Context: an optimization exercise on an open-source flow, tuned for small area. The choices shown serve that exercise and are no tape-out recipe.
Function was checked by simulation only, so behaviour that the tests miss may differ from the original.
No activity file was given, so power comes from the tool's default toggle rates.

File: flow/flow/abc_area.script
&get -n
&st
&syn2
&dch -f
&nf -a -R 1000
&st
&dch -f
&nf -a -R 1000
&put
mfs3 -ae
topo
stime -c
dnsize -c
File: flow/design.v
module core_fsm(
    input            clk,
    input            rst,
    input  [3:0]     elec_idle_break,
    output           rx_det_seq_req,    
    input  [3:0]     rx_det_seq_ack,
    input  [3:0]     rx_det_valid,
    output [3:0]     ts_info,
    output           ts_update,
    input            ts_update_ack,     
    output           linkup,
    input            tsa_p2c,           
    input            tsa_p_a2c,
    output           cfg_new,           
    input            tsa_cfg            
);
localparam DQ = 2'd0, DA = 2'd1, POLL = 2'd2, CFG = 2'd3;
reg [1:0]  st, st_n;
reg        ps, ps_n;
reg [2:0]  cs, cs_n;
reg        pulse, pulse_n;
reg [3:0]  ti, ti_n;
reg        upd, upd_n;
reg        req, req_n;
reg        shown;
wire       show_cs = ts_info[3] & (ts_info[2:0] == cs);
assign cfg_new = show_cs & ~shown;
assign rx_det_seq_req = req;
assign ts_info = ti;
assign ts_update = upd;
assign linkup = (st == CFG) && (cs == 3'd5);
reg  [31:0] q;
wire [32:0] c;
assign c[0] = 1'b1;
genvar gi;
generate for (gi = 0; gi < 32; gi = gi + 1) begin : g_inc
    assign c[gi+1] = c[gi] & q[gi];
end endgenerate
wire timeout = c[32];
wire [31:0] load_val = (st == DQ) ? ~(32'd12000000 + 32'd1) : (st == DA) ? ~(32'd12000 + 32'd1) : ~(32'd24000 + 32'd1);
always @(posedge clk) begin
    if (rst)
        q <= 32'd0;
    else if (~pulse)
        q <= load_val;
    else
        q <= q ^ c[31:0];
end
always @(posedge clk) begin
    if (rst) begin
        st <= DQ; ps <= 1'b0; cs <= 3'd0; pulse <= 1'b0;
        ti <= 4'd0; upd <= 1'b0; req <= 1'b0;
    end else begin
        st <= st_n; ps <= ps_n; cs <= cs_n; pulse <= pulse_n;
        ti <= ti_n; upd <= upd_n; req <= req_n;
    end
end
always @(posedge clk) begin
    if (rst) shown <= 1'b1;
    else if (cs_n != cs) shown <= 1'b0;
    else if (show_cs) shown <= 1'b1;
end
always @* begin
    st_n = st; ps_n = ps; cs_n = cs; pulse_n = pulse; ti_n = ti; upd_n = upd; req_n = req;
    if (~pulse) begin
        pulse_n = 1'b1;
        if (st[1]) begin
            ti_n = st[0] ? {1'b1, cs} : {3'b001, ps};
            upd_n = 1'b1;
        end
    end else if (st[1]) begin
        upd_n = upd & ~ts_update_ack;
    end
    case (st)
        DQ: if (|elec_idle_break || timeout) begin
                st_n = DA; pulse_n = 1'b0; req_n = 1'b1;
            end
        DA: begin
                if (&rx_det_seq_ack) req_n = 1'b0;
                if (&rx_det_valid) begin
                    st_n = POLL; pulse_n = 1'b0; req_n = 1'b0;
                end else if (timeout) begin
                    st_n = DQ;
                end
            end
        POLL: begin
                if (~ps) begin
                    if (tsa_p_a2c) begin ps_n = 1'b1; pulse_n = 1'b0; end
                end else if (tsa_p2c) begin
                    st_n = CFG; ps_n = 1'b0; pulse_n = 1'b0;
                end
                if (timeout) st_n = DQ;
            end
        CFG: begin
                if (tsa_cfg && shown && cs != 3'd5) begin
                    cs_n = cs + 3'd1; pulse_n = 1'b0;
                end
                if (timeout) st_n = DQ;
            end
    endcase
end
endmodule
module ts_gen #(parameter [7:0] LANE = 8'h01) (
    input                clk,
    input                rst,
    input  [3:0]         ts_info,
    input                ts_update,
    output               ts_update_ack,
    input                mode,
    output               to_tsa_ts_sent_enough,
    input  [7:0]         from_tsa_rcv_link_num,
    input                from_tsa_rcv_link_num_vld,
    input                from_tsa_rcv_lane_num_vld,
    output               to_tsa_update_ack,
    output               ts_valid,
    output [127:0]       ts,
    input                ts_tx_fifo_full
);
wire       is_poll = ~ts_info[3];    
wire       is_cfg  = ts_info[3];
wire [2:0] sub     = ts_info[2:0];
wire       complete = (sub == 3'd4);
reg        gs, gs_n;
reg        tack, tack_n;
reg        uack, uack_n;
reg        se, se_n;
reg        vld, vld_n;
reg        lka, lka_n;
reg        lna, lna_n;
reg        t1, t1_n;           
reg        t2, t2_n;           
reg        p1, p1_n;           
reg        k1, k1_n;           
reg        p2, p2_n;           
reg        n2, n2_n;           
assign ts_update_ack = tack;
assign to_tsa_update_ack = uack;
assign to_tsa_ts_sent_enough = se;
assign ts_valid = vld;
wire tsa_update = from_tsa_rcv_link_num_vld | from_tsa_rcv_lane_num_vld;
reg  [10:0] nleft;
wire [11:0] b;
assign b[0] = ~ts_tx_fifo_full;
genvar gi;
generate for (gi = 0; gi < 11; gi = gi + 1) begin : g_cnt
    assign b[gi+1] = b[gi] & nleft[gi];
end endgenerate
wire [10:0] target = is_poll ? (ts_info[0] ? 11'd16 : 11'd1024) : (complete ? 11'd16 : 11'd2);
wire ge = &nleft;
always @(posedge clk) begin
    if (~gs) nleft <= ~target;
    else     nleft <= nleft ^ b[10:0];
end
always @(posedge clk) begin
    if (rst) begin
        gs <= 1'b0; tack <= 1'b0; uack <= 1'b0; se <= 1'b0; vld <= 1'b0;
        lka <= 1'b0; lna <= 1'b0; t1 <= 1'b0; t2 <= 1'b0;
        p1 <= 1'b0; k1 <= 1'b0; p2 <= 1'b0; n2 <= 1'b0;
    end else begin
        gs <= gs_n; tack <= tack_n; uack <= uack_n; se <= se_n; vld <= vld_n;
        lka <= lka_n; lna <= lna_n; t1 <= t1_n; t2 <= t2_n;
        p1 <= p1_n; k1 <= k1_n; p2 <= p2_n; n2 <= n2_n;
    end
end
always @* begin
    gs_n = gs; tack_n = tack; uack_n = uack; se_n = se; vld_n = vld;
    lka_n = lka; lna_n = lna; t1_n = t1; t2_n = t2;
    p1_n = p1; k1_n = k1; p2_n = p2; n2_n = n2;
    if (~gs) begin
        if (ts_update | tsa_update) begin
            gs_n = 1'b1;
            tack_n = ts_update;
            uack_n = tsa_update;
            se_n = 1'b0;
            if (is_poll) begin
                t1_n = ~ts_info[0]; t2_n = ts_info[0];
                p1_n = 1'b1; k1_n = 1'b0; p2_n = 1'b1; n2_n = 1'b0;
            end else if (is_cfg) begin
                t1_n = ~complete; t2_n = complete;
                case (sub)
                    3'd0: begin
                        p1_n = mode; k1_n = 1'b0; p2_n = 1'b1; n2_n = 1'b0;
                    end
                    3'd1: begin
                        if (~mode) begin
                            p1_n = 1'b0; k1_n = 1'b0; p2_n = 1'b0; n2_n = 1'b1;
                        end else begin
                            p1_n = ~lka; k1_n = lka; p2_n = ~lna; n2_n = lna;
                        end
                    end
                    3'd2: begin
                        if (mode) begin
                            p1_n = 1'b0; k1_n = 1'b0; p2_n = ~lna; n2_n = lna;
                        end
                    end
                    3'd3, 3'd4: uack_n = 1'b0;
                    default: ;
                endcase
            end
        end
    end else begin
        tack_n = 1'b0;
        uack_n = 1'b0;
        if (ge) se_n = 1'b1;
        vld_n = ~ts_tx_fifo_full;
        if (ts_update & ~tack) begin
            gs_n = 1'b0; tack_n = 1'b1; se_n = 1'b0;
        end
        if (tsa_update & ~uack) begin
            gs_n = 1'b0; uack_n = 1'b1; se_n = 1'b0;
            if (from_tsa_rcv_link_num_vld) lka_n = 1'b1;
            if (from_tsa_rcv_lane_num_vld) lna_n = 1'b1;
        end
    end
end
wire       L  = t1 | t2;
wire [7:0] s0 = {L, 1'b0, L, L, L, L, 1'b0, 1'b0};            
wire [7:0] s1 = ({8{p1}} & 8'hF7) | ({8{k1}} & from_tsa_rcv_link_num);
wire [7:0] s2 = ({8{p2}} & 8'hF7) | ({8{n2}} & LANE);
wire [7:0] s3 = {8{L}};                                       
wire [7:0] s4 = {2'b00, L, L, L, L, L, 1'b0};                 
wire [7:0] s5 = 8'h00;
wire [7:0] sid = {1'b0, L, 2'b00, t1, t2, t1, t2};           
assign ts = {s0, s1, s2, s3, s4, s5, {10{sid}}};
endmodule
module tsa_ctl(
    input        clk,
    input        rst,
    input  [3:0] ts_info,
    input        ts_update,
    output       ts_update_ack,
    output       active,      
    output       upd_new,     
    output       t8,          
    output       et2,         
    output       e1_link,     
    output       e2_num,      
    output       m1,          
    output       m2,          
    output       ts2m         
);
wire [2:0] sub     = ts_info[2:0];
reg as, tack, rt8, ret2, re1, re2, rm1, rm2, rts2m;
assign ts_update_ack = tack;
assign active = as;
assign upd_new = ts_update & ~tack;
assign t8 = rt8; assign et2 = ret2; assign e1_link = re1; assign e2_num = re2;
assign m1 = rm1; assign m2 = rm2; assign ts2m = rts2m;
wire load = ~as & ts_update;
always @(posedge clk) begin
    if (rst) begin
        as <= 1'b0; tack <= 1'b0; rts2m <= 1'b0;
    end else if (~as) begin
        if (ts_update) begin
            as <= 1'b1;
            tack <= 1'b1;
            if (~ts_info[3]) begin
            end else if (sub == 3'd2) begin
                rts2m <= 1'b1;
            end
        end
    end else begin
        tack <= 1'b0;
        if (ts_update & ~tack) begin
            as <= 1'b0;
            tack <= 1'b1;
        end
    end
end
always @(posedge clk) begin
    if (load) begin
        if (~ts_info[3]) begin
            rt8 <= 1'b1; ret2 <= ts_info[0]; re1 <= 1'b0; re2 <= 1'b0;
            rm1 <= 1'b0; rm2 <= 1'b0;
        end else begin
            rt8 <= (sub == 3'd0) | (sub == 3'd4);
            ret2 <= (sub == 3'd4);
            case (sub)
                3'd0: begin rm1 <= 1'b1; rm2 <= 1'b0; re2 <= 1'b0; end
                3'd1:   begin rm1 <= 1'b0; rm2 <= 1'b1; re1 <= 1'b1; end
                3'd2:  begin rm1 <= 1'b0; rm2 <= 1'b1; end
                3'd4: begin rm1 <= 1'b0; rm2 <= 1'b0; re1 <= 1'b1; re2 <= 1'b1; end
                default: ;
            endcase
        end
    end
end
endmodule
module tsa #(parameter [7:0] LANE = 8'h01) (
    input                clk,
    input                rst,
    input  [3:0]         ts_info,
    input                mode,
    input                active,
    input                upd_new,
    input                t8,
    input                et2,
    input                e1_link,
    input                e2_num,
    input                m1,
    input                m2,
    input                ts2m,
    input                to_tsa_ts_sent_enough,
    output [7:0]         to_tsg_rcv_link_num,
    output               to_tsg_rcv_link_num_vld,
    output               to_tsg_rcv_lane_num_vld,
    input                from_tsg_update_ack,
    input                remote_ts_valid,
    input  [127:0]       remote_ts,
    output               tsa_p_a2c,
    output               tsa_p2c,
    input                cfg_new,           
    output               tsa_cfg            
);
wire       is_poll = ~ts_info[3];    
wire       is_cfg  = ts_info[3];
wire [2:0] sub     = ts_info[2:0];
reg [15:0] cnt;
reg        f_pa2c, f_p2c;
reg        f_cfg;
reg [7:0]  link_num, lane_num;
reg        link_vld, lane_vld, link_acq, lane_acq;
assign tsa_p_a2c = f_pa2c;
assign tsa_p2c = f_p2c;
assign tsa_cfg = f_cfg;
assign to_tsg_rcv_link_num = link_num;
assign to_tsg_rcv_link_num_vld = link_vld;
assign to_tsg_rcv_lane_num_vld = lane_vld;
wire [7:0] r0 = remote_ts[127:120];
wire [7:0] r1 = remote_ts[119:112];
wire [7:0] r2 = remote_ts[111:104];
wire [7:0] r3 = remote_ts[103:96];
wire [7:0] r4 = remote_ts[95:88];
wire [7:0] r5 = remote_ts[87:80];
reg all_ts1, all_ts2;
integer i;
always @* begin
    all_ts1 = 1'b1; all_ts2 = 1'b1;
    for (i = 0; i < 10; i = i + 1) begin
        all_ts1 = all_ts1 & (remote_ts[8*i +: 8] == 8'h4A);
        all_ts2 = all_ts2 & (remote_ts[8*i +: 8] == 8'h45);
    end
end
wire       r1_link = (r1 == link_num);
wire       r2_lane = (r2 == lane_num);
wire       r2_wl   = (r2 == LANE);
wire       r2_pad  = (r2 == 8'hF7);
wire       eq_c    = (r0 == 8'hBC) & (r3 == 8'hFF) & (r4 == 8'h3E) & (r5 == 8'h00);
wire       r1_00   = (r1 == 8'h00);
wire       eq1     = e1_link ? (link_acq ? r1_link : r1_00) : (r1 == 8'hF7);
wire       eq2     = e2_num ? (mode ? r2_lane : r2_wl) : r2_pad;
wire       eq_id   = et2 ? all_ts2 : all_ts1;
wire       base    = eq_c & eq_id;
wire       full    = base & eq1 & eq2;
wire       mm      = base & (m1 | eq1) & (m2 | eq2);
wire       ts2ok   = (~ts2m | (eq_c & eq1)) & all_ts2;
wire       ge      = t8 ? |cnt[15:3] : |cnt[15:1];
wire       v       = remote_ts_valid;
wire       vm      = v & mm;
wire       usp_ln  = v & (mm ? ~r2_lane : (r2_lane & ts2ok));
reg inc, clr;
always @* begin
    inc = 1'b0; clr = 1'b0;
    if (is_poll) begin
        inc = v & full;
        if (upd_new) clr = 1'b1;
        else if (ge & (to_tsa_ts_sent_enough | ~t8)) clr = 1'b1;
    end
    if (is_cfg) begin
        case (sub)
            3'd0: begin
                inc = vm & (mode | r1_00);
                if (ge) clr = 1'b1;
            end
            3'd1: begin
                if (~mode) clr = 1'b1;
                else begin
                    inc = vm & (lane_acq | r2_wl);
                    if (ge) clr = 1'b1;
                end
            end
            3'd2, 3'd3: begin
                if (~mode) inc = vm & ((sub == 3'd2) ? ~r2_pad : r2_wl);
                else inc = usp_ln;
                if (ge) clr = 1'b1;
            end
            3'd4: begin
                inc = vm;
                if (ge & to_tsa_ts_sent_enough) clr = 1'b1;
            end
            default: ;
        endcase
        if (upd_new) clr = 1'b1;
    end
end
always @(posedge clk) begin
    if (active & is_cfg & (sub == 3'd0) & mode & ~link_acq & vm)
        link_num <= r1;
end
wire [16:0] cc;
assign cc[0] = inc;
genvar gi;
generate for (gi = 0; gi < 16; gi = gi + 1) begin : g_inc
    assign cc[gi+1] = cc[gi] & cnt[gi];
end endgenerate
always @(posedge clk) begin
    cnt <= (cnt ^ cc[15:0]) & {16{active & ~clr}};
end
always @(posedge clk) begin
    if (rst) begin
        f_pa2c <= 1'b0; f_p2c <= 1'b0; f_cfg <= 1'b0;
        lane_num <= 8'd0;
        link_vld <= 1'b0; lane_vld <= 1'b0; link_acq <= 1'b0; lane_acq <= 1'b0;
    end else begin
        if (cfg_new) f_cfg <= 1'b0;
        if (active) begin
            if (is_poll & ~upd_new & ge & (to_tsa_ts_sent_enough | ~t8)) begin
                f_pa2c <= ~ts_info[0];
                f_p2c <= ts_info[0];
            end
            if (is_cfg) begin
                case (sub)
                    3'd0: begin
                        if (ge) f_cfg <= 1'b1;
                        if (mode) begin
                            if (~link_acq) begin
                                if (vm) begin
                                    link_vld <= 1'b1; link_acq <= 1'b1;
                                end
                            end else if (from_tsg_update_ack) begin
                                link_vld <= 1'b0;
                            end
                        end
                    end
                    3'd1: begin
                        if (~mode | ge) f_cfg <= 1'b1;
                        if (mode) begin
                            if (~lane_acq) begin
                                if (vm) begin
                                    lane_num <= r2; lane_vld <= r2_wl; lane_acq <= r2_wl;
                                end
                            end else if (from_tsg_update_ack) begin
                                lane_vld <= 1'b0;
                            end
                        end
                    end
                    3'd2, 3'd3: if (ge) f_cfg <= 1'b1;
                    3'd4: if (ge & to_tsa_ts_sent_enough) f_cfg <= 1'b1;
                    default: ;
                endcase
            end
        end
    end
end
endmodule
module LTSSM(
    input            clk,  
    input            rst,
    input            mode,  
    input            lane0_rx_det,
    input            lane1_rx_det,
    input            lane2_rx_det,
    input            lane3_rx_det,
    input            lane0_idle_break,
    input            lane1_idle_break,
    input            lane2_idle_break,
    input            lane3_idle_break,
    output           lane0_rx_det_seq_req,
    output           lane1_rx_det_seq_req,
    output           lane2_rx_det_seq_req,
    output           lane3_rx_det_seq_req,
    input            lane0_rx_det_seq_ack,
    input            lane1_rx_det_seq_ack,
    input            lane2_rx_det_seq_ack,
    input            lane3_rx_det_seq_ack,
    input[127:0]     lane0_ts_i,
    input            lane0_ts_i_vld,
    output[127:0]    lane0_ts_o,
    output           lane0_ts_o_vld,
    input[127:0]     lane1_ts_i,
    input            lane1_ts_i_vld,
    output[127:0]    lane1_ts_o,
    output           lane1_ts_o_vld,
    input[127:0]     lane2_ts_i,
    input            lane2_ts_i_vld,
    output[127:0]    lane2_ts_o,
    output           lane2_ts_o_vld,
    input[127:0]     lane3_ts_i,
    input            lane3_ts_i_vld,
    output[127:0]    lane3_ts_o,
    output           lane3_ts_o_vld,
    input            lane0_tx_fifo_full,
    input            lane1_tx_fifo_full,
    input            lane2_tx_fifo_full,
    input            lane3_tx_fifo_full,
    output[5:0]      curr_speed,
    output           linkup
);
wire [3:0]  ts_info;
wire        ts_update;
wire        req;
wire [3:0]  gen_ack;
wire        rx_ack;
wire        active, upd_new, t8, et2, e1_link, e2_num, m1, m2, ts2m;
wire [3:0]  p_a2c, p2c, fcfg;
wire        cfg_new;
assign curr_speed = 6'h01;
assign {lane3_rx_det_seq_req, lane2_rx_det_seq_req, lane1_rx_det_seq_req, lane0_rx_det_seq_req} = {4{req}};
core_fsm core_fsm_u(
    .clk             (clk),
    .rst             (rst),
    .elec_idle_break ({lane3_idle_break, lane2_idle_break, lane1_idle_break, lane0_idle_break}),
    .rx_det_seq_req  (req),
    .rx_det_seq_ack  ({lane3_rx_det_seq_ack, lane2_rx_det_seq_ack, lane1_rx_det_seq_ack, lane0_rx_det_seq_ack}),
    .rx_det_valid    ({lane3_rx_det, lane2_rx_det, lane1_rx_det, lane0_rx_det}),
    .ts_info         (ts_info),
    .ts_update       (ts_update),
    .ts_update_ack   (&gen_ack & rx_ack),
    .linkup          (linkup),
    .tsa_p2c         (&p2c),
    .tsa_p_a2c       (&p_a2c),
    .cfg_new         (cfg_new),
    .tsa_cfg         (&fcfg)
);
tsa_ctl tsa_ctl_u(
    .clk           (clk),
    .rst           (rst),
    .ts_info       (ts_info),
    .ts_update     (ts_update),
    .ts_update_ack (rx_ack),
    .active        (active),
    .upd_new       (upd_new),
    .t8            (t8),
    .et2           (et2),
    .e1_link       (e1_link),
    .e2_num        (e2_num),
    .m1            (m1),
    .m2            (m2),
    .ts2m          (ts2m)
);
wire [7:0] lane0_link_num;
wire       lane0_link_vld, lane0_lane_vld, lane0_sent_enough, lane0_uack;
ts_gen #(.LANE(8'h01)) ts_gen_u0(
    .clk                       (clk),
    .rst                       (rst),
    .ts_info                   (ts_info),
    .ts_update                 (ts_update),
    .ts_update_ack             (gen_ack[0]),
    .mode                      (mode),
    .to_tsa_ts_sent_enough     (lane0_sent_enough),
    .from_tsa_rcv_link_num     (lane0_link_num),
    .from_tsa_rcv_link_num_vld (lane0_link_vld),
    .from_tsa_rcv_lane_num_vld (lane0_lane_vld),
    .to_tsa_update_ack         (lane0_uack),
    .ts_valid                  (lane0_ts_o_vld),
    .ts                        (lane0_ts_o),
    .ts_tx_fifo_full           (lane0_tx_fifo_full)
);
tsa #(.LANE(8'h01)) u_tsa_u0(
    .clk                     (clk),
    .rst                     (rst),
    .ts_info                 (ts_info),
    .mode                    (mode),
    .active                  (active),
    .upd_new                 (upd_new),
    .t8                      (t8),
    .et2                     (et2),
    .e1_link                 (e1_link),
    .e2_num                  (e2_num),
    .m1                      (m1),
    .m2                      (m2),
    .ts2m                    (ts2m),
    .to_tsa_ts_sent_enough   (lane0_sent_enough),
    .to_tsg_rcv_link_num     (lane0_link_num),
    .to_tsg_rcv_link_num_vld (lane0_link_vld),
    .to_tsg_rcv_lane_num_vld (lane0_lane_vld),
    .from_tsg_update_ack     (lane0_uack),
    .remote_ts_valid         (lane0_ts_i_vld),
    .remote_ts               (lane0_ts_i),
    .tsa_p_a2c               (p_a2c[0]),
    .tsa_p2c                 (p2c[0]),
    .cfg_new                 (cfg_new),
    .tsa_cfg                 (fcfg[0])
);
wire [7:0] lane1_link_num;
wire       lane1_link_vld, lane1_lane_vld, lane1_sent_enough, lane1_uack;
ts_gen #(.LANE(8'h02)) ts_gen_u1(
    .clk                       (clk),
    .rst                       (rst),
    .ts_info                   (ts_info),
    .ts_update                 (ts_update),
    .ts_update_ack             (gen_ack[1]),
    .mode                      (mode),
    .to_tsa_ts_sent_enough     (lane1_sent_enough),
    .from_tsa_rcv_link_num     (lane1_link_num),
    .from_tsa_rcv_link_num_vld (lane1_link_vld),
    .from_tsa_rcv_lane_num_vld (lane1_lane_vld),
    .to_tsa_update_ack         (lane1_uack),
    .ts_valid                  (lane1_ts_o_vld),
    .ts                        (lane1_ts_o),
    .ts_tx_fifo_full           (lane1_tx_fifo_full)
);
tsa #(.LANE(8'h02)) u_tsa_u1(
    .clk                     (clk),
    .rst                     (rst),
    .ts_info                 (ts_info),
    .mode                    (mode),
    .active                  (active),
    .upd_new                 (upd_new),
    .t8                      (t8),
    .et2                     (et2),
    .e1_link                 (e1_link),
    .e2_num                  (e2_num),
    .m1                      (m1),
    .m2                      (m2),
    .ts2m                    (ts2m),
    .to_tsa_ts_sent_enough   (lane1_sent_enough),
    .to_tsg_rcv_link_num     (lane1_link_num),
    .to_tsg_rcv_link_num_vld (lane1_link_vld),
    .to_tsg_rcv_lane_num_vld (lane1_lane_vld),
    .from_tsg_update_ack     (lane1_uack),
    .remote_ts_valid         (lane1_ts_i_vld),
    .remote_ts               (lane1_ts_i),
    .tsa_p_a2c               (p_a2c[1]),
    .tsa_p2c                 (p2c[1]),
    .cfg_new                 (cfg_new),
    .tsa_cfg                 (fcfg[1])
);
wire [7:0] lane2_link_num;
wire       lane2_link_vld, lane2_lane_vld, lane2_sent_enough, lane2_uack;
ts_gen #(.LANE(8'h04)) ts_gen_u2(
    .clk                       (clk),
    .rst                       (rst),
    .ts_info                   (ts_info),
    .ts_update                 (ts_update),
    .ts_update_ack             (gen_ack[2]),
    .mode                      (mode),
    .to_tsa_ts_sent_enough     (lane2_sent_enough),
    .from_tsa_rcv_link_num     (lane2_link_num),
    .from_tsa_rcv_link_num_vld (lane2_link_vld),
    .from_tsa_rcv_lane_num_vld (lane2_lane_vld),
    .to_tsa_update_ack         (lane2_uack),
    .ts_valid                  (lane2_ts_o_vld),
    .ts                        (lane2_ts_o),
    .ts_tx_fifo_full           (lane2_tx_fifo_full)
);
tsa #(.LANE(8'h04)) u_tsa_u2(
    .clk                     (clk),
    .rst                     (rst),
    .ts_info                 (ts_info),
    .mode                    (mode),
    .active                  (active),
    .upd_new                 (upd_new),
    .t8                      (t8),
    .et2                     (et2),
    .e1_link                 (e1_link),
    .e2_num                  (e2_num),
    .m1                      (m1),
    .m2                      (m2),
    .ts2m                    (ts2m),
    .to_tsa_ts_sent_enough   (lane2_sent_enough),
    .to_tsg_rcv_link_num     (lane2_link_num),
    .to_tsg_rcv_link_num_vld (lane2_link_vld),
    .to_tsg_rcv_lane_num_vld (lane2_lane_vld),
    .from_tsg_update_ack     (lane2_uack),
    .remote_ts_valid         (lane2_ts_i_vld),
    .remote_ts               (lane2_ts_i),
    .tsa_p_a2c               (p_a2c[2]),
    .tsa_p2c                 (p2c[2]),
    .cfg_new                 (cfg_new),
    .tsa_cfg                 (fcfg[2])
);
wire [7:0] lane3_link_num;
wire       lane3_link_vld, lane3_lane_vld, lane3_sent_enough, lane3_uack;
ts_gen #(.LANE(8'h08)) ts_gen_u3(
    .clk                       (clk),
    .rst                       (rst),
    .ts_info                   (ts_info),
    .ts_update                 (ts_update),
    .ts_update_ack             (gen_ack[3]),
    .mode                      (mode),
    .to_tsa_ts_sent_enough     (lane3_sent_enough),
    .from_tsa_rcv_link_num     (lane3_link_num),
    .from_tsa_rcv_link_num_vld (lane3_link_vld),
    .from_tsa_rcv_lane_num_vld (lane3_lane_vld),
    .to_tsa_update_ack         (lane3_uack),
    .ts_valid                  (lane3_ts_o_vld),
    .ts                        (lane3_ts_o),
    .ts_tx_fifo_full           (lane3_tx_fifo_full)
);
tsa #(.LANE(8'h08)) u_tsa_u3(
    .clk                     (clk),
    .rst                     (rst),
    .ts_info                 (ts_info),
    .mode                    (mode),
    .active                  (active),
    .upd_new                 (upd_new),
    .t8                      (t8),
    .et2                     (et2),
    .e1_link                 (e1_link),
    .e2_num                  (e2_num),
    .m1                      (m1),
    .m2                      (m2),
    .ts2m                    (ts2m),
    .to_tsa_ts_sent_enough   (lane3_sent_enough),
    .to_tsg_rcv_link_num     (lane3_link_num),
    .to_tsg_rcv_link_num_vld (lane3_link_vld),
    .to_tsg_rcv_lane_num_vld (lane3_lane_vld),
    .from_tsg_update_ack     (lane3_uack),
    .remote_ts_valid         (lane3_ts_i_vld),
    .remote_ts               (lane3_ts_i),
    .tsa_p_a2c               (p_a2c[3]),
    .tsa_p2c                 (p2c[3]),
    .cfg_new                 (cfg_new),
    .tsa_cfg                 (fcfg[3])
);
endmodule
File: flow/flow/run.sh
#!/bin/bash
# Standard layout (standard.sh) with these changes:
#  - synthesis maps the logic with an area-oriented ABC script (flow/abc_area.script);
#    the registers and every other synthesis step are the standard ones;
#  - the port buffers are the smallest buffer cell (every port still gets one);
#  - one tie cell drives all constant outputs instead of one tie cell each;
#  - clock tree: larger sink clusters and no dummy loads.
set -euo pipefail
{ head -n 1 synth_recipe.tcl; cat flow/abc_wrap.tcl; tail -n +2 synth_recipe.tcl; } > area_synth.tcl
export FLOW_ABC_SCRIPT="$PWD/flow/abc_area.script"
export BUFFER_PORTS_ARGS="-buffer_cell sky130_fd_sc_hd__buf_1"
export SKIP_REPAIR_TIE_FANOUT=1
export CTS_ARGS="-sink_clustering_enable -repair_clock_nets -sink_clustering_size 28 -sink_clustering_max_diameter 80 -dont_use_dummy_load"
bash standard.sh SYNTH_SCRIPT="$PWD/area_synth.tcl" finish > standard.log 2>&1
File: flow/standard.sh
#!/bin/bash
# synth_recipe.tcl (not shown) runs the flow's synth.tcl, then flattens the netlist and writes it again
# the make line also repeats each setting of config.mk as NAME=value (left out here)
make -C /OpenROAD-flow-scripts/flow DESIGN_CONFIG=/design/flow/config.mk WORK_HOME=/design/flow/orfs CLKGATE_MAP_FILE= SYNTH_SCRIPT=/design/flow/synth_recipe.tcl "${@:-finish}"
File: flow/constraint.sdc
create_clock -name core_clock -period 8.0 [get_ports {clk}]
set_input_delay 1.6000 -clock core_clock [delete_from_list [all_inputs] [get_ports {clk}]]
set_output_delay 1.6000 -clock core_clock [all_outputs]
set_load 0.01 [all_outputs]
File: flow/config.mk
export PLATFORM = sky130hd
export DESIGN_NAME = LTSSM
export DESIGN_NICKNAME = LTSSM
export VERILOG_FILES = /design/flow/design.v
export SDC_FILE = /design/flow/constraint.sdc
export NUM_CORES = 4
export LEC_CHECK = 0
export CAP_MARGIN = 0
export CORE_AREA = 10 10 390 390
export DIE_AREA = 0 0 400 400
export SLEW_MARGIN = 0
File: flow/flow/abc_wrap.tcl
# Run ABC with the area-oriented script given in FLOW_ABC_SCRIPT instead of
# the one the standard synthesis picks; everything else stays as it is.
proc abc {args} {
  set i [lsearch -exact $args -script]
  if { $i >= 0 } {
    lset args [expr { $i + 1 }] $::env(FLOW_ABC_SCRIPT)
  }
  puts "abc (area script): $args"
  yosys abc {*}$args
}
==> results.yml, run 1 <==
run_status:
  status: "complete, no violations"
timing:
  fin_skew_ns: 0.0534
  setup_viol: 0
  period_share_pct: 91.6
  hold_viol_final: 0
  drv_slew: 0
  slew_headroom_pct: 22.0
  fmax_mhz: 136
  fin_crit_ns: 7.33
  grt_setup_unrepaired: "false"
  tightest_slew_ns: 1.17
layout:
  multi_input_area_sq_um: 8860
  area_growth_pct: 15.2
  fillers: 16500
  drive_gt1_share_pct: 2.89
  nets: 3336
  regArea_sq_um: 6530
  finalInstanceArea_sq_um: 22100
global_route:
  grt_pass1_wl_mm: 120
  overflow: 0
  grt_usage_pct: 10.3
  grt_max_degree: 185
  antenna_found_initial: 24
  grt_pass1_vias: 16400
floorplanning:
  start_util_pct: 13.4
  dieArea_sq_um: 160000
  die_y_um: 400
  core_sq_um: 143000
  ioPinCount: 1062
  die_x_um: 400
  rows: 139
clocking:
  post_cts_resized: 0
  cts_sinks: 307
  clockBufferDepth: 3
  cts_htree_levels: 1
  cts_setup_buffers: 0
  cts_buffers: 18
  cts_tree: "done"
  clkLatencyLatePin_ns: 0.56
  clk_pin_slew_ns: 0.10
  hold_buffers: 0
  clockRootBuffer: "clkbuf_16"
pwr:
  power_mw: 2.94
  ir_worst_vdd_mv: 0.107
  p_leak_nw: 7.42
  power_density_nw_per_um2: 133
route:
  post-route-drc-count: 0
  ant_nets: 0
  wl_per_cell_um: 19.7
  vias_per_cell: 3.70
  dr.pass1.iters: 7
  drt_iter0_markers: 1195
  drt_wl_total_mm: 90.1
  vias: 17000
critical_path:
  critPathMaxStageDelay_ns: 0.43
  crit_path_end_kind: "flop"
  worst_setup_path_start_kind: "input port"
  worstReg2RegStart: "core_fsm_u.q[0]$_SDFF_PP0_"
  startpoint: "lane2_ts_i[3]"
  cpMaxStageDelayCell: "buf_1"
  critical_path_class: "in2reg"
  reg2reg_depth: 36
  crit_required_ns: 8.43
  r2r_slack_ns: 1.00
  cp_common_cell: "ha_1"
  r2r_end: "core_fsm_u.req$_SDFFE_PP0P_"
  cp_max_fo: 2
  cp.arrival_ns: 7.75
synthesis:
  yosysTopAreaCellShare_pct: 28.0
  synth_cells: 2208
  synth_ff_type: "dfxtp_1"
  synth_top_area_cell: "dfxtp_1"
  yosysMostFrequentCell: "buf_4"
  syn_area_sq_um: 19200
  ys_types: 53
  yosysSeqAreaShare_pct: 34.0
  async_flop_share_pct: 0
  synth_edf_count: 38
  syn_area_per_cell_sq_um: 8.70
  yosys_warnings: 10
  yosys-top-cells-area: "dfxtp_1 (28%), buf_4 (19%), ha_1 (8.7%), edfxtp_1 (5.9%), nor2_1 (4.1%)"
  synth_common_cells: "buf_4 (486), dfxtp_1 (269), nor2_1 (210)"
  ys_ff_latch: 307
job:
  max_cap_violations: 0
min_path:
  min_from: "core_fsm_u.q[0]$_SDFF_PP0_"
  hold_path_end: "core_fsm_u.q[0]$_SDFF_PP0_"
  whs_path_depth: 1
  hp-class: "reg2reg"
place:
  portBuffers: 876
  place.gp.congestion: 0.908
  dp_hpwl_mm: 79.2
  placed_area_sq_um: 21700
power breakdown:
part	switching (mW)	internal (mW)	total (mW)
clock network	0.518	0.403	0.920
logic	0.268	0.148	0.415
registers	0.0276	1.58	1.61
total	0.813	2.13	2.94
registers in the layout, indices dropped and copies added (netlist names), 11 cells and up:
register,count
core_fsm_u.q,32
u_tsa_u0.cnt,16
u_tsa_u1.cnt,16
u_tsa_u2.cnt,16
u_tsa_u3.cnt,16
ts_gen_u0.nleft,11
ts_gen_u1.nleft,11
ts_gen_u2.nleft,11
ts_gen_u3.nleft,11
how the worst max path moves through the flow:
stage                               endpoint  slack, ns  cells past startpoint
global route        u_tsa_u2.cnt[15]$_DFF_P_       0.24                     30
finish              u_tsa_u2.cnt[15]$_DFF_P_       0.67                     30
global placement    u_tsa_u2.cnt[15]$_DFF_P_      -0.04                     30
CTS                 u_tsa_u2.cnt[15]$_DFF_P_       0.58                     30
detailed placement  u_tsa_u2.cnt[15]$_DFF_P_     -0.008                     30
floorplan           u_tsa_u3.cnt[15]$_DFF_P_       1.25                     29
worst max-delay path, delay by kind of cell:
family / cells / cell delay [ns]
muxes: 1 / 0.31
and+or+nand+nor: 7 / 1.58
buffers and inverters: 2 / 0.62
xor gates and xnor gates: 1 / 0.14
adders and majority gates: 15 / 2.97
AOI/OAI and AO/OA: 4 / 0.51
cells in the final DEF, fill, tap and decap left out, drive strengths merged, types with 10 or more instances in the layout:
cell type,n
buf,925
dfxtp,269
nor2,210
ha,133
nand2,123
a21oi,94
nor3,91
nand4,86
o21ai,69
clkinv,60
nand2b,60
nor4,56
and2,55
xnor2,45
nor4b,44
a21o,38
edfxtp,38
mux2i,33
nor2b,30
nand3,22
o21a,21
clkbuf,19
a211oi,16
nand4b,14
or2,13
o211ai,11
diode,10
kinds of logic (layout without fill, tap and decap cells):
kind of cell / after synthesis / in the layout / share of synthesized area, %
buf+inv: 546 / 1004 / 20.2
flops: 307 / 307 / 34.0
xor+xnor: 50 / 50 / 2.28
simple gates: 821 / 821 / 22.5
other cells: 2 / 12 / 0.0391
mux: 41 / 41 / 2.19
compound gates: 308 / 308 / 10.2
fa+ha+maj: 133 / 133 / 8.66
routing by layer:
layer / share of wire, % / track usage [%]
met2: 50 / 17.9
met1: 39 / 12.5
met5: 0.062 / 0
met3: 8.2 / 2.71
met4: 2.5 / 2.76
through the flow:
step | TNS (ns) | utilization [%] | std cells | setup slack [ns] | hold WS (ns)
detailed placement | -0.00756 | 15.1 | 4551 | -0.00756 | 0.416
floorplan | 0 | - | 2208 | 1.25 | 0.396
CTS | 0 | 15.4 | 4569 | 0.576 | 0.432
global route | 0 | 15.4 | 4572 | 0.237 | 0.450
finish | 0 | 15.4 | 4579 | 0.670 | 0.430
global placement | -0.0404 | 15.1 | 4551 | -0.0404 | 0.409
cell type report:
class                           instances  area share, %
Multi-Input combinational cell       1355           40.0
Timing Repair Buffer                  926           16.6
Clock buffer                           18           2.03
Antenna cell                           10          0.113
Tap cell                             1903           10.8
Sequential cell                       307           29.5
Inverter                               60           1.02
==> inputs of run 2 (changes only) <==
==> flow/flow/abc_area.script (replaced) <==
&get -n
&st
&syn2
&dch -f
&nf -a -R 1000
&st
&dch -f
&nf -a -R 1000
&put
topo
stime -c
dnsize -c
--- a/flow/config.mk
+++ b/flow/config.mk
@@ -10,2 +10,3 @@
 export DIE_AREA = 0 0 400 400
+export PLACE_DENSITY = 0.8
 export SLEW_MARGIN = 0
==> results.yml, run 2 <==
layout:
  finalInstanceArea_sq_um: 22100
  final_util_pct: 15.4
  layout_commonest_cell: "buf_1"
  mostFrequentLayoutCells: "buf_1 (875), dfxtp_1 (269), nor2_1 (181)"
  final_cells: 4543
  area_growth_pct: 14.8
  nets: 3300
  regMostFlops: "core_fsm_u.q"
  largest_reg_flops: 32
  fillers: 16300
  drive_gt1_share_pct: 2.28
place:
  dp_cells: 4512
  place_ws_ns: 0.130
  place.gp.congestion: 0.926
  placed_area_sq_um: 21600
  portBuffers: 876
  dp_hpwl_mm: 71.5
clocking:
  cts_buffers: 21
  cts_tree: "done"
  cts_htree_levels: 1
  clockBufferDepth: 3
  hold_buffers: 0
  clockRootBuffer: "clkbuf_16"
  cts_setup_buffers: 0
  cts_sinks: 307
  post_cts_resized: 0
  clkLatencyLatePin_ns: 0.60
  clk_pin_slew_ns: 0.10
route:
  vias_per_cell: 3.79
  vias: 17200
  drt_iter0_markers: 1297
  post-route-drc-count: 0
  dr.pass1.iters: 5
  drt_wl_total_mm: 82.4
  ant_nets: 0
  wl_per_cell_um: 18.1
floorplanning:
  start_util_pct: 13.4
  die_y_um: 400
  ioPinCount: 1062
  die_x_um: 400
  core_sq_um: 143000
  rows: 139
  dieArea_sq_um: 160000
timing:
  grt_setup_unrepaired: "false"
  tightest_slew_ns: 1.15
  drv_slew: 0
  fin_skew_ns: 0.0869
  fmax_mhz: 136
  tns_ns: 0
  slew_headroom_pct: 23.4
  hold_slack_ns: 0.423
  finalWorstSetupSlack_ns: 0.647
  fin_crit_ns: 7.35
  period_share_pct: 91.9
  setup_viol: 0
  hold_viol_final: 0
critical_path:
  cp.arrival_ns: 7.86
  critPathMaxStageDelay_ns: 0.85
  cpMaxStageDelayCell: "nor4_1"
  crit_path_end_kind: "flop"
  cp_common_cell: "ha_1"
  worst_setup_path_start_kind: "input port"
  cp_max_fo: 2
  crit_required_ns: 8.50
  critical_path_class: "in2reg"
synthesis:
  yosysTopAreaCellShare_pct: 27.9
  synth_top_area_cell: "dfxtp_1"
  syn_area_sq_um: 19300
  synth_ff_type: "dfxtp_1"
  ys_ff_latch: 307
  yosys_warnings: 10
  syn_area_per_cell_sq_um: 8.84
  synth_edf_count: 38
  yosys-top-cells-area: "dfxtp_1 (28%), buf_4 (19%), ha_1 (8.6%), edfxtp_1 (5.9%), nor2_1 (3.5%)"
  yosysMostFrequentCell: "buf_4"
  ys_types: 56
  yosysSeqAreaShare_pct: 33.8
  synth_common_cells: "buf_4 (486), dfxtp_1 (269), nor2_1 (181)"
  synth_cells: 2181
  async_flop_share_pct: 0
pwr:
  p_leak_nw: 7.47
  ir_worst_vdd_mv: 0.113
  power_density_nw_per_um2: 136
  power_mw: 3.02
global_route:
  grt_max_degree: 185
  overflow: 0
  grt_usage_pct: 9.26
  grt_pass1_vias: 16800
  antenna_found_initial: 16
  grt_pass1_wl_mm: 111
min_path:
  hp-class: "reg2reg"
run_status:
  status: "complete, no violations"
job:
  max_cap_violations: 0
==> run 2: kinds of logic (layout without fill, tap and decap cells) <==
group	after synthesis	count (layout)	synth area share, %
fa+ha+maj	133	133	8.63
other cells	2	12	0.0389
buf+inv	541	990	20.0
compound gates	329	329	11.1
simple gates	782	782	22.2
mux	37	37	1.95
flops	307	307	33.8
xor+xnor	50	50	2.27
==> run 2: worst max-delay path: cells and delay by family <==
kind                     cells  cell delay (ns)
AO/OA/AOI/OAI                5             0.76
XOR/XNOR                     1             0.14
adder cells (fa/ha/maj)     15             3.06
buffers and inverters        2             0.25
AND/OR/NAND/NOR              7             2.04
==> run 2: cell type report <==
class / count / area, sq um / area share [%]
Tap cell: 1903 / 2380 / 10.8
Multi-Input combinational cell: 1333 / 8900 / 40.2
Clock buffer: 21 / 526 / 2.37
Timing Repair Buffer: 914 / 3580 / 16.2
Antenna cell: 10 / 25.0 / 0.113
Inverter: 55 / 206 / 0.932
Sequential cell: 307 / 6530 / 29.5
==> run 2: final timing paths <==
path                                                  from  slack, ns  cells past startpoint                     endpoint
worst max-delay path                        lane2_ts_i[25]       0.65                     30     u_tsa_u2.cnt[15]$_DFF_P_
worst min register to register  core_fsm_u.q[0]$_SDFF_PP0_       0.42                      1   core_fsm_u.q[0]$_SDFF_PP0_
worst max register to register  core_fsm_u.q[0]$_SDFF_PP0_       1.01                     36  core_fsm_u.req$_SDFFE_PP0P_
worst min-delay path            core_fsm_u.q[0]$_SDFF_PP0_       0.42                      1   core_fsm_u.q[0]$_SDFF_PP0_
==> run 2: routing by layer <==
layer	vias to the layer above	share of wire, %	track usage [%]
li1	8197	-	-
met1	8126	40	11.4
met2	775	47	15.4
met3	121	10	2.84
met4	14	3.0	2.79
met5	-	0.11	0
==> run 2: power by group <==
group          internal [mW]  switching (mW)
registers               1.58          0.0282
clock network          0.464           0.536
logic                  0.152           0.253
total                   2.20           0.818
==> inputs of run 3 (changes only) <==
--- a/flow/flow/abc_area.script
+++ b/flow/flow/abc_area.script
@@ -2,2 +2,3 @@
 &st
+&dc2
 &syn2
--- a/flow/config.mk
+++ b/flow/config.mk
@@ -10,3 +10,2 @@
 export DIE_AREA = 0 0 400 400
-export PLACE_DENSITY = 0.8
 export SLEW_MARGIN = 0
==> results.yml, run 3 <==
pwr:
  p_int_mw: 2.15
  p_switching_mw: 0.810
  p_comb_share_pct: 13.7
  p_leak_nw: 7.44
  switching_share_pct: 27.4
  power_mw: 2.96
  ir_worst_vdd_mv: 0.122
  seqPwrFrac_pct: 54.3
  power.share.clock_pct: 31.9
  power_density_nw_per_um2: 134
layout:
  nets: 3317
  mostFrequentLayoutCells: "buf_1 (875), dfxtp_1 (269), nor2_1 (200)"
  final_util_pct: 15.4
  drive_gt1_share_pct: 2.53
  area_growth_pct: 14.8
  layout_commonest_cell: "buf_1"
  multi_input_area_sq_um: 8760
  largest_reg_flops: 32
  regArea_sq_um: 6530
  fillers: 16400
  regMostFlops: "core_fsm_u.q"
place:
  dp_hpwl_mm: 80.1
  place_ws_ns: 0.326
  place.gp.congestion: 0.972
  portBuffers: 876
global_route:
  grt_max_degree: 185
  overflow: 0
  met1_usage_pct: 13.7
  met2_usage_pct: 17.1
  grt_pass1_vias: 17000
  busiest_layer: "met2"
  grtUsageMet3_pct: 3.45
  antenna_found_initial: 33
  grt_usage_pct: 10.5
  grt_pass1_wl_mm: 123
critical_path:
  critical_path_class: "in2reg"
  cp_max_fo: 4
  reg2reg_depth: 36
  cp_common_cell: "ha_1"
  crit_required_ns: 8.47
  crit_path_end_kind: "flop"
  cp.arrival_ns: 7.54
  worst_setup_path_start_kind: "input port"
  critPathMaxStageDelay_ns: 0.73
  cpMaxStageDelayCell: "nor3_1"
synthesis:
  synth_cells: 2202
  synth_top_area_cell: "dfxtp_1"
  synth_common_cells: "buf_4 (486), dfxtp_1 (269), nor2_1 (202)"
  synth_edf_count: 38
  synth_ff_type: "dfxtp_1"
  async_flop_share_pct: 0
  yosysTopAreaCellShare_pct: 28.0
  ys_ff_latch: 307
  yosysMostFrequentCell: "buf_4"
  yosysSeqAreaShare_pct: 33.9
  syn_area_sq_um: 19200
  yosys-top-cells-area: "dfxtp_1 (28%), buf_4 (19%), ha_1 (8.7%), edfxtp_1 (5.9%), nor2_1 (3.9%)"
  syn_area_per_cell_sq_um: 8.73
  yosys_warnings: 10
  ys_types: 55
route:
  vias_per_cell: 3.78
  drt_iter0_markers: 1029
  ant_nets: 0
  dr.pass1.iters: 5
  vias: 17200
  wl_per_cell_um: 20.0
  drt_wl_total_mm: 91.1
  post-route-drc-count: 0
floorplanning:
  start_util_pct: 13.4
  die_y_um: 400
  rows: 139
  dieArea_sq_um: 160000
  die_x_um: 400
  ioPinCount: 1062
  core_sq_um: 143000
clocking:
  post_cts_resized: 0
  cts_tree: "done"
  cts_buffers: 19
  hold_buffers: 0
  clk_pin_slew_ns: 0.11
  clockRootBuffer: "clkbuf_16"
  clockBufferDepth: 3
  cts_htree_levels: 1
  cts_sinks: 307
  clkLatencyLatePin_ns: 0.57
  cts_setup_buffers: 0
timing:
  drv_slew: 0
  setup_viol: 0
  grt_setup_unrepaired: "false"
  fmax_mhz: 142
  tightest_slew_ns: 1.28
  fin_crit_ns: 7.07
  period_share_pct: 88.3
  finalWorstSetupSlack_ns: 0.933
  slew_headroom_pct: 13.9
  fin_skew_ns: 0.0793
  hold_viol_final: 0
min_path:
  hp-class: "reg2reg"
  whs_path_depth: 1
job:
  max_cap_violations: 0
run_status:
  status: "complete, no violations"
==> run 3: cell count changes after synthesis, sizes merged, moves of 14 or more <==
cell | previous run | this run
clkinv | 55 | 93
nor2 | 181 | 202
a211oi | 16 | 33
xnor2 | 44 | 17
nand2 | 118 | 100
o21a | 37 | 8
nand4 | 85 | 71
==> run 3: layout make-up <==
class	instances	area share (%)
Clock buffer	19	2.15
Inverter	93	1.58
Tap cell	1903	10.8
Multi-Input combinational cell	1316	39.7
Sequential cell	307	29.6
Timing Repair Buffer	912	16.1
Antenna cell	10	0.113
==> run 3: routing by layer <==
layer / share of wire [%] / up-vias
met5: 0.10 / -
met4: 1.7 / 14
met3: 9.6 / 92
met2: 46 / 715
met1: 43 / 8138
li1: - / 8271
==> run 3: worst paths after layout <==
| check | startpoint | end | slack, ns |
|---|---|---|---|
| worst min register to register | core_fsm_u.q[0]$_SDFF_PP0_ | core_fsm_u.q[0]$_SDFF_PP0_ | 0.44 |
| worst min-delay path | core_fsm_u.q[0]$_SDFF_PP0_ | core_fsm_u.q[0]$_SDFF_PP0_ | 0.44 |
| worst max register to register | core_fsm_u.q[0]$_SDFF_PP0_ | core_fsm_u.req$_SDFFE_PP0P_ | 1.03 |
| worst max-delay path | lane0_ts_i[116] | u_tsa_u0.cnt[15]$_DFF_P_ | 0.93 |
==> run 3: kinds of logic (layout without fill, tap and decap cells) <==
kind of cell	count (synthesis)	after routing	share of synthesized area, %
other cells	2	12	0.0391
xor+xnor	34	34	1.55
fa+ha+maj	133	133	8.65
compound gates	320	320	10.8
flops	307	307	33.9
mux	34	34	1.78
buf+inv	579	1024	20.8
simple gates	793	793	22.5
==> run 3: stage by stage <==
stage | std cells | cell area, sq um | hold WS [ns] | setup TNS [ns]
4_1_cts | 4550 | 22000 | 0.440 | 0
6_report | 4560 | 22100 | 0.438 | 0
2_1_floorplan | 2202 | 19200 | 0.398 | 0
3_3_place_gp | 4530 | 21600 | 0.416 | -0.149
5_1_grt | 4554 | 22100 | 0.475 | 0
3_5_place_dp | 4531 | 21600 | 0.423 | 0
==> run 3: power by group through the flow <==
stage | combinational (mW) | sequential (mW) | clock [mW]
6_report | 0.407 | 1.61 | 0.946
5_1_grt | 0.458 | 1.61 | 1.04
4_1_cts | 0.406 | 1.61 | 0.995
3_5_place_dp | 0.403 | 1.65 | 0
3_3_place_gp | 0.400 | 1.64 | 0
2_1_floorplan | 0.279 | 1.63 | 0
==> run 3: critical path: cells and delay by family <==
kind / cells / cell delay [ns]
simple gates: 5 / 1.32
compound gates: 8 / 1.17
fa+ha+maj: 15 / 3.00
xor+xnor: 1 / 0.12
buf+inv: 2 / 0.33
==> inputs of run 4 (changes only) <==
--- a/flow/flow/run.sh
+++ b/flow/flow/run.sh
@@ -12,2 +12,4 @@
 export SKIP_REPAIR_TIE_FANOUT=1
+export REMOVE_ABC_BUFFERS=1
+export GPL_TIMING_DRIVEN=0
 export CTS_ARGS="-sink_clustering_enable -repair_clock_nets -sink_clustering_size 28 -sink_clustering_max_diameter 80 -dont_use_dummy_load"
==> flow/flow/abc_area.script (replaced) <==
&get -n
&st
&syn2
&dch -f
&nf -a -R 1000
&st
&dch -f
&nf -a -R 1000
&put
topo
stime -c
dnsize -c
==> results.yml, run 4 <==
layout:
  layout_commonest_cell: "buf_1"
  mostFrequentLayoutCells: "buf_1 (875), dfxtp_1 (269), nor2_1 (181)"
  drive_gt1_share_pct: 1.50
  regMostFlops: "core_fsm_u.q"
  finalInstanceArea_sq_um: 22000
  nets: 3271
  fillers: 16400
  final_cells: 4514
  regArea_sq_um: 6530
  multi_input_area_sq_um: 8940
  area_growth_pct: 14.3
  largest_reg_flops: 32
timing:
  fin_crit_ns: 7.42
  grt_setup_unrepaired: "false"
  fmax_mhz: 135
  hold_viol_final: 0
  fin_skew_ns: 0.0960
  slew_headroom_pct: 9.86
  period_share_pct: 92.7
  tightest_slew_ns: 1.35
  tns_ns: 0
  drv_slew: 0
  setup_viol: 0
  finalWorstSetupSlack_ns: 0.582
critical_path:
  cpMaxStageDelayCell: "nor3_1"
  critical_path_class: "in2reg"
  r2r_slack_ns: 1.13
  cp_common_cell: "ha_1"
  worstReg2RegStart: "core_fsm_u.q[0]$_SDFF_PP0_"
  crit_path_end_kind: "flop"
  reg2reg_depth: 36
  crit_required_ns: 8.50
  r2r_end: "core_fsm_u.req$_SDFFE_PP0P_"
  critPathMaxStageDelay_ns: 0.73
  cp_max_fo: 5
  worst_setup_path_start_kind: "input port"
  cp.arrival_ns: 7.92
run_status:
  status: "complete, no violations"
synthesis:
  yosys-top-cells-area: "dfxtp_1 (28%), buf_4 (19%), ha_1 (8.6%), edfxtp_1 (5.9%), nor2_1 (3.5%)"
  syn_area_per_cell_sq_um: 8.84
  synth_edf_count: 38
  yosysSeqAreaShare_pct: 33.8
  yosysMostFrequentCell: "buf_4"
  ys_ff_latch: 307
  synth_ff_type: "dfxtp_1"
  yosys_warnings: 10
  async_flop_share_pct: 0
  synth_cells: 2181
  ys_types: 56
  syn_area_sq_um: 19300
  synth_common_cells: "buf_4 (486), dfxtp_1 (269), nor2_1 (181)"
  synth_top_area_cell: "dfxtp_1"
  yosysTopAreaCellShare_pct: 27.9
clocking:
  cts_tree: "done"
  cts_setup_buffers: 0
  cts_sinks: 307
  clockBufferDepth: 3
  post_cts_resized: 0
  clockRootBuffer: "clkbuf_16"
  hold_buffers: 0
  cts_htree_levels: 1
  clkLatencyLatePin_ns: 0.60
  clk_pin_slew_ns: 0.10
  cts_buffers: 22
floorplanning:
  rows: 139
  core_sq_um: 143000
  die_x_um: 400
  start_util_pct: 13.4
  die_y_um: 400
  ioPinCount: 1062
  dieArea_sq_um: 160000
global_route:
  overflow: 0
  grt_max_degree: 185
  antenna_found_initial: 19
  grt_pass1_wl_mm: 109
  grt_usage_pct: 9.00
  grt_pass1_vias: 17400
route:
  ant_nets: 0
  vias: 16800
  dr.pass1.iters: 5
  drt_wl_total_mm: 79.2
  drt_iter0_markers: 829
  wl_per_cell_um: 17.5
  vias_per_cell: 3.72
  post-route-drc-count: 0
pwr:
  p_int_mw: 2.22
  seqPwrFrac_pct: 53.1
  power_density_nw_per_um2: 138
  p_leak_nw: 7.35
  ir_worst_vdd_mv: 0.143
  p_comb_share_pct: 13.0
  p_switching_mw: 0.816
  switching_share_pct: 26.9
  power.share.clock_pct: 33.8
job:
  max_cap_violations: 0
min_path:
  whs_path_depth: 1
  min_from: "core_fsm_u.q[0]$_SDFF_PP0_"
  hold_path_end: "core_fsm_u.q[0]$_SDFF_PP0_"
  hp-class: "reg2reg"
place:
  place_ws_ns: -0.130
  portBuffers: 876
  placed_area_sq_um: 21500
  place.gp.congestion: 0.931
  dp_hpwl_mm: 68.0
  dp_cells: 4482
[run 4: final cells by class]
cell class | count | area share (%)
clock buffers | 22 | 2.50
repair buffers | 884 | 15.5
inverters | 55 | 0.937
flip-flops and latches | 307 | 29.6
diodes | 10 | 0.114
well taps | 1903 | 10.8
multi-input cells | 1333 | 40.6
[run 4: kinds of logic after synthesis]
logic type,share of synthesized area (%)
fa+ha+maj,8.63
other cells,0.0389
simple gates,22.2
compound gates,11.1
mux,1.95
buf+inv,20.0
flops,33.8
xor+xnor,2.27
[run 4: worst max-delay path by stage]
stage | end | from | slack (ns) | cells past startpoint
finish | u_tsa_u2.cnt[15]$_DFF_P_ | lane2_ts_i[52] | 0.58 | 29
global route | u_tsa_u2.cnt[15]$_DFF_P_ | lane2_ts_i[52] | 0.25 | 29
CTS | u_tsa_u2.cnt[15]$_DFF_P_ | lane2_ts_i[52] | 0.52 | 29
detailed placement | u_tsa_u2.cnt[15]$_DFF_P_ | lane2_ts_i[52] | -0.13 | 29
global placement | core_fsm_u.q[23]$_SDFF_PP0_ | rst | -1.78 | 4
floorplan | u_tsa_u2.cnt[15]$_DFF_P_ | lane2_ts_i[85] | 1.44 | 27
[run 4: through the flow]
step / hold WS [ns] / utilization, % / power [mW]
after floorplan: 0.396 / - / 1.81
after global placement: 0.409 / 14.8 / 2.04
after detailed placement: 0.412 / 15.0 / 2.04
after CTS: 0.422 / 15.3 / 3.09
after global routing: 0.425 / 15.3 / 3.19
final: 0.415 / 15.4 / 3.03
[run 4: power groups by stage]
stage,combinational (mW),sequential [mW],clock [mW]
global placement,0.390,1.65,0
finish,0.396,1.61,1.03
floorplan,0.171,1.64,0
detailed placement,0.397,1.65,0
global route,0.447,1.62,1.12
CTS,0.400,1.61,1.08
[run 4: critical path, delay by kind of cell]
kind	cells	cell delay, ns
buffers and inverters	1	0.09
and+or+nand+nor	7	1.83
adders and majority gates	15	3.01
AOI/OAI and AO/OA	5	1.24
xor gates and xnor gates	1	0.13
[run 4: per-layer routing]
metal,wire length (um),GRT usage [%],up-vias
met3,6080,1.92,120
met1,30200,9.84,7810
met5,73,0,-
met2,39300,16.5,696
met4,3540,4.08,10
li1,-,-,8147
==> inputs of run 5 (changes only) <==
--- a/flow/flow/run.sh
+++ b/flow/flow/run.sh
@@ -12,4 +12,3 @@
 export SKIP_REPAIR_TIE_FANOUT=1
-export REMOVE_ABC_BUFFERS=1
-export GPL_TIMING_DRIVEN=0
+export GPL_KEEP_OVERFLOW=0
 export CTS_ARGS="-sink_clustering_enable -repair_clock_nets -sink_clustering_size 28 -sink_clustering_max_diameter 80 -dont_use_dummy_load"
==> results.yml, run 5 <==
synthesis:
  syn_area_sq_um: 19300
  synth_common_cells: "buf_4 (486), dfxtp_1 (269), nor2_1 (181)"
  synth_top_area_cell: "dfxtp_1"
  yosysMostFrequentCell: "buf_4"
  async_flop_share_pct: 0
  synth_cells: 2181
  syn_area_per_cell_sq_um: 8.84
  synth_edf_count: 38
  yosys_warnings: 10
  yosysTopAreaCellShare_pct: 27.9
  synth_ff_type: "dfxtp_1"
  yosys-top-cells-area: "dfxtp_1 (28%), buf_4 (19%), ha_1 (8.6%), edfxtp_1 (5.9%), nor2_1 (3.5%)"
  yosysSeqAreaShare_pct: 33.8
  ys_types: 56
  ys_ff_latch: 307
floorplanning:
  ioPinCount: 1062
  core_sq_um: 143000
  die_x_um: 400
  dieArea_sq_um: 160000
  start_util_pct: 13.4
  die_y_um: 400
  rows: 139
timing:
  grt_setup_unrepaired: "false"
  setup_viol: 0
  drv_slew: 0
  fmax_mhz: 131
  tightest_slew_ns: 1.42
  tns_ns: 0
  fin_crit_ns: 7.63
  period_share_pct: 95.3
  fin_skew_ns: 0.0985
  slew_headroom_pct: 5.51
  hold_viol_final: 0
layout:
  fillers: 16400
  mostFrequentLayoutCells: "buf_1 (875), dfxtp_1 (268), nor2_1 (181)"
  area_growth_pct: 14.5
  regMostFlops: "core_fsm_u.q"
  layout_commonest_cell: "buf_1"
  largest_reg_flops: 32
  nets: 3271
  drive_gt1_share_pct: 1.58
  multi_input_area_sq_um: 8950
  regArea_sq_um: 6530
route:
  drt_wl_total_mm: 90.9
  vias_per_cell: 3.75
  vias: 17000
  post-route-drc-count: 0
  ant_nets: 0
  dr.pass1.iters: 5
  wl_per_cell_um: 20.1
  drt_iter0_markers: 963
clocking:
  clk_pin_slew_ns: 0.10
  cts_sinks: 307
  clockBufferDepth: 3
  clockRootBuffer: "clkbuf_16"
  cts_buffers: 23
  cts_tree: "done"
  cts_htree_levels: 1
  clkLatencyLatePin_ns: 0.61
place:
  portBuffers: 876
  dp_hpwl_mm: 79.3
  place.gp.congestion: 0.959
global_route:
  grt_max_degree: 185
  grt_usage_pct: 10.4
  overflow: 0
  antenna_found_initial: 34
  grt_pass1_wl_mm: 121
  grt_pass1_vias: 16500
min_path:
  whs_path_depth: 1
  hold_path_end: "core_fsm_u.q[0]$_SDFF_PP0_"
  min_from: "core_fsm_u.q[0]$_SDFF_PP0_"
  hp-class: "reg2reg"
critical_path:
  critPathMaxStageDelay_ns: 1.00
  cp.arrival_ns: 8.07
  r2r_slack_ns: 0.98
  worstReg2RegStart: "core_fsm_u.q[0]$_SDFF_PP0_"
  reg2reg_depth: 36
  cp_common_cell: "ha_1"
  cp_max_fo: 5
  worst_setup_path_start_kind: "input port"
  cpMaxStageDelayCell: "nor4b_1"
  r2r_end: "core_fsm_u.req$_SDFFE_PP0P_"
  critical_path_class: "in2reg"
  crit_path_end_kind: "flop"
  crit_required_ns: 8.45
pwr:
  power_mw: 3.08
  p_leak_nw: 7.35
  ir_worst_vdd_mv: 0.133
  power_density_nw_per_um2: 140
run_status:
  status: "complete, no violations"
job:
  max_cap_violations: 0
run 5: cell types whose count changed in the layout (fill, tap and decap cells not counted):
cell / previous run / this run
buf_4: 1 / 0
buf_6: 3 / 4
buf_8: 1 / 0
clkbuf_16: 22 / 23
dfxtp_1: 269 / 268
dfxtp_2: 0 / 1
diode_2: 10 / 13
nor4b_1: 44 / 43
nor4b_2: 0 / 1
run 5: worst max-delay path by stage:
stage                         from                     endpoint  slack (ns)
floorplan           lane2_ts_i[85]     u_tsa_u2.cnt[15]$_DFF_P_        1.44
global placement               rst  core_fsm_u.q[23]$_SDFF_PP0_       -1.92
CTS                 lane2_ts_i[13]     u_tsa_u2.cnt[15]$_DFF_P_        0.36
detailed placement  lane2_ts_i[13]     u_tsa_u2.cnt[15]$_DFF_P_       -0.23
finish              lane2_ts_i[61]     u_tsa_u2.cnt[15]$_DFF_P_        0.37
global route        lane2_ts_i[72]     u_tsa_u2.cnt[15]$_DFF_P_        0.14
run 5: power breakdown:
group	switching [mW]	total (mW)	internal [mW]
registers	0.0307	1.61	1.58
logic	0.258	0.409	0.151
clock network	0.551	1.06	0.506
run 5: kinds of logic (layout without fill, tap and decap cells):
group                    after synthesis  in the layout  synth area share, %
other                                  2             15               0.0389
multiplexers                          37             37                 1.95
AO/OA/AOI/OAI                        329            329                 11.1
buffers and inverters                541            961                 20.0
flip-flops                           307            307                 33.8
AND/OR/NAND/NOR                      782            782                 22.2
XOR/XNOR                              50             50                 2.27
adder cells (fa/ha/maj)              133            133                 8.63
run 5: metrics by stage:
stage          cell area (sq um)  instances  hold slack, ns  util, %  setup slack (ns)
2_1_floorplan              19300       2181           0.396        -              1.44
3_3_place_gp               21300       4474           0.409     14.8             -1.92
3_5_place_dp               21500       4481           0.419     15.0            -0.229
4_1_cts                    22000       4504           0.436     15.4             0.357
5_1_grt                    22100       4511           0.456     15.4             0.138
6_report                   22100       4517           0.432     15.4             0.373
run 5: critical path: cells and delay by family:
| kind | cells | cell delay (ns) |
|---|---|---|
| fa+ha+maj | 15 | 3.01 |
| simple gates | 7 | 2.11 |
| compound gates | 5 | 1.14 |
| xor+xnor | 1 | 0.13 |
| buf+inv | 1 | 0.07 |
run 5: per-layer routing:
metal	part of all wire [%]	GRT usage [%]	wire length, um	vias up
li1	-	-	-	8155
met1	41	12.8	37300	7993
met2	49	17.6	44700	669
met3	7.2	2.35	6580	115
met4	2.4	3.46	2160	20
met5	0.17	0	150	-
run 5: cell type report:
| class | instances | share of cell area, % |
|---|---|---|
| multi-input combinational | 1333 | 40.5 |
| sequential | 307 | 29.6 |
| timing repair buffer | 883 | 15.4 |
| tap | 1903 | 10.8 |
| clock buffer | 23 | 2.61 |
| inverter | 55 | 0.935 |
| antenna | 13 | 0.147 |
run 5: timing repair:
| item | 4_1_cts | 5_1_grt |
|---|---|---|
| hold buffers | 0 | 0 |
| resized for setup | 0 | 1 |
| setup buffers | 0 | 0 |
| endpoints found under the setup margin | 0 | 1 |
==> inputs of run 6 (changes only) <==
--- a/flow/flow/run.sh
+++ b/flow/flow/run.sh
@@ -12,3 +12,2 @@
 export SKIP_REPAIR_TIE_FANOUT=1
-export GPL_KEEP_OVERFLOW=0
 export CTS_ARGS="-sink_clustering_enable -repair_clock_nets -sink_clustering_size 28 -sink_clustering_max_diameter 80 -dont_use_dummy_load"
==> results.yml, run 6 <==
critical_path:
  cpMaxStageDelayCell: "nor4b_1"
  critPathMaxStageDelay_ns: 0.62
  crit_path_end_kind: "flop"
  startpoint: "lane1_ts_i[21]"
  worstReg2RegStart: "core_fsm_u.q[0]$_SDFF_PP0_"
  crit_required_ns: 8.49
  cp.arrival_ns: 7.74
  cp_common_cell: "ha_1"
  cp_max_fo: 2
  critical_path_class: "in2reg"
  worst_setup_path_start_kind: "input port"
floorplanning:
  rows: 139
  die_x_um: 400
  die_y_um: 400
  core_sq_um: 143000
  start_util_pct: 13.4
  ioPinCount: 1062
  dieArea_sq_um: 160000
synthesis:
  yosys-top-cells-area: "dfxtp_1 (28%), buf_4 (19%), ha_1 (8.6%), edfxtp_1 (5.9%), nor2_1 (3.5%)"
  yosysMostFrequentCell: "buf_4"
  ys_ff_latch: 307
  yosys_warnings: 10
  syn_area_sq_um: 19300
  yosysSeqAreaShare_pct: 33.8
  synth_compound_area_share_pct: 11.1
  synthXorXnorAreaFrac_pct: 2.27
  ys_types: 56
  synth_top_area_cell: "dfxtp_1"
  yosys.area_share.adder_pct: 8.63
  async_flop_share_pct: 0
  synthSimpleGateAreaFrac_pct: 22.2
  synth_top_family_by_area: "simple AND/OR/NAND/NOR gates"
  syn_area_per_cell_sq_um: 8.84
  synth_common_cells: "buf_4 (486), dfxtp_1 (269), nor2_1 (181)"
  synth_edf_count: 38
  synth_cells: 2181
  yosys-mux-area-fraction_pct: 1.95
  synth_ff_type: "dfxtp_1"
  yosysTopAreaCellShare_pct: 27.9
place:
  portBuffers: 876
  place.gp.congestion: 0.963
  place_ws_ns: -0.0427
  dp_hpwl_mm: 79.9
  placed_area_sq_um: 21600
run_status:
  status: "complete, no violations"
global_route:
  met2_usage_pct: 18.2
  grt_pass1_vias: 16700
  grt_usage_pct: 10.5
  grt_max_degree: 185
  busiest_layer: "met2"
  grtUsageMet3_pct: 2.91
  overflow: 0
  grt_pass1_wl_mm: 122
  antenna_found_initial: 34
  met1_usage_pct: 12.5
timing:
  setup_viol: 0
  grt_setup_unrepaired: "false"
  slew_headroom_pct: 3.61
  tns_ns: 0
  fin_skew_ns: 0.121
  fin_crit_ns: 7.25
  drv_slew: 0
  hold_viol_final: 0
  period_share_pct: 90.6
  fmax_mhz: 138
  finalWorstSetupSlack_ns: 0.754
  tightest_slew_ns: 1.45
clocking:
  cts_htree_levels: 1
  cts_sinks: 307
  clkLatencyLatePin_ns: 0.61
  cts_setup_buffers: 0
  hold_buffers: 0
  cts_buffers: 20
  clk_pin_slew_ns: 0.10
  cts_tree: "done"
  post_cts_resized: 0
  clockRootBuffer: "clkbuf_16"
  clockBufferDepth: 3
route:
  drt_iter0_markers: 1036
  vias_per_cell: 3.77
  drt_wl_total_mm: 91.4
  dr.pass1.iters: 5
  post-route-drc-count: 0
  wl_per_cell_um: 20.2
  vias: 17100
  ant_nets: 0
layout:
  final_util_pct: 15.4
  regMostFlops: "core_fsm_u.q"
  fillers: 16500
  regArea_sq_um: 6530
  nets: 3293
  mostFrequentLayoutCells: "buf_1 (873), dfxtp_1 (268), nor2_1 (181)"
  area_growth_pct: 14.6
  layout_commonest_cell: "buf_1"
  drive_gt1_share_pct: 2.25
  multi_input_area_sq_um: 8920
  largest_reg_flops: 32
  finalInstanceArea_sq_um: 22100
job:
  max_cap_violations: 0
pwr:
  p_switching_mw: 0.820
  power.share.clock_pct: 32.5
  power_density_nw_per_um2: 136
  p_comb_share_pct: 13.9
  p_leak_nw: 7.43
  ir_worst_vdd_mv: 0.137
  seqPwrFrac_pct: 53.7
  p_int_mw: 2.18
  power_mw: 3.00
  switching_share_pct: 27.4
min_path:
  hp-class: "reg2reg"
  min_from: "core_fsm_u.q[0]$_SDFF_PP0_"
[run 6: cell counts after synthesis]
No cell type changed its count.
[run 6: layout make-up]
class | count | share of cell area (%)
Multi-Input combinational cell | 1333 | 40.3
Sequential cell | 307 | 29.5
Timing Repair Buffer | 908 | 16.0
Tap cell | 1903 | 10.8
Clock buffer | 20 | 2.26
Inverter | 55 | 0.934
Antenna cell | 10 | 0.113
[run 6: kinds of logic after synthesis]
| family | after synthesis |
|---|---|
| adders and majority gates | 133 |
| DFF | 307 |
| other | 2 |
| buffers and inverters | 541 |
| and+or+nand+nor | 782 |
| muxes | 37 |
| xor gates and xnor gates | 50 |
| AOI/OAI and AO/OA | 329 |
[run 6: path summary, 6_finish.rpt]
path,slack (ns),depth (start not counted),endpoint
max,0.75,32,u_tsa_u1.cnt[15]$_DFF_P_
min,0.43,1,core_fsm_u.q[0]$_SDFF_PP0_
max reg2reg,1.05,36,core_fsm_u.req$_SDFFE_PP0P_
min reg2reg,0.43,1,core_fsm_u.q[0]$_SDFF_PP0_
[run 6: worst max-delay path: cells and delay by family]
family,cells,cell delay (ns)
xor+xnor,1,0.14
fa+ha+maj,15,2.80
simple gates,8,2.25
compound gates,5,0.68
buf+inv,3,0.26
[run 6: routing by layer]
layer	wire length [um]	share of wire [%]
met1	36800	40
met2	44600	49
met3	7350	8.0
met4	2560	2.8
met5	129	0.14
[run 6: power by group through the flow]
stage                     Sequential [mW]  Combinational (mW)  Clock (mW)
final                                1.61               0.415       0.973
after global routing                 1.61               0.466        1.07
after CTS                            1.61               0.416        1.02
after detailed placement             1.64               0.413           0
after global placement               1.64               0.410           0
after floorplan                      1.63               0.292           0
[run 6: stage by stage]
stage / std cells / hold slack (ns)
4_1_cts: 4525 / 0.431
3_5_place_dp: 4505 / 0.416
6_report: 4536 / 0.433
5_1_grt: 4531 / 0.472
3_3_place_gp: 4505 / 0.408
2_1_floorplan: 2181 / 0.396

Check on run 6: ideal ports give 0.754 ns setup slack; a clkbuf_16 on the clock port and buf_2 on the inputs give 0.760 ns; moving port delays by the midpoint clock arrival (0.620 ns) as well gives 0.140 ns.
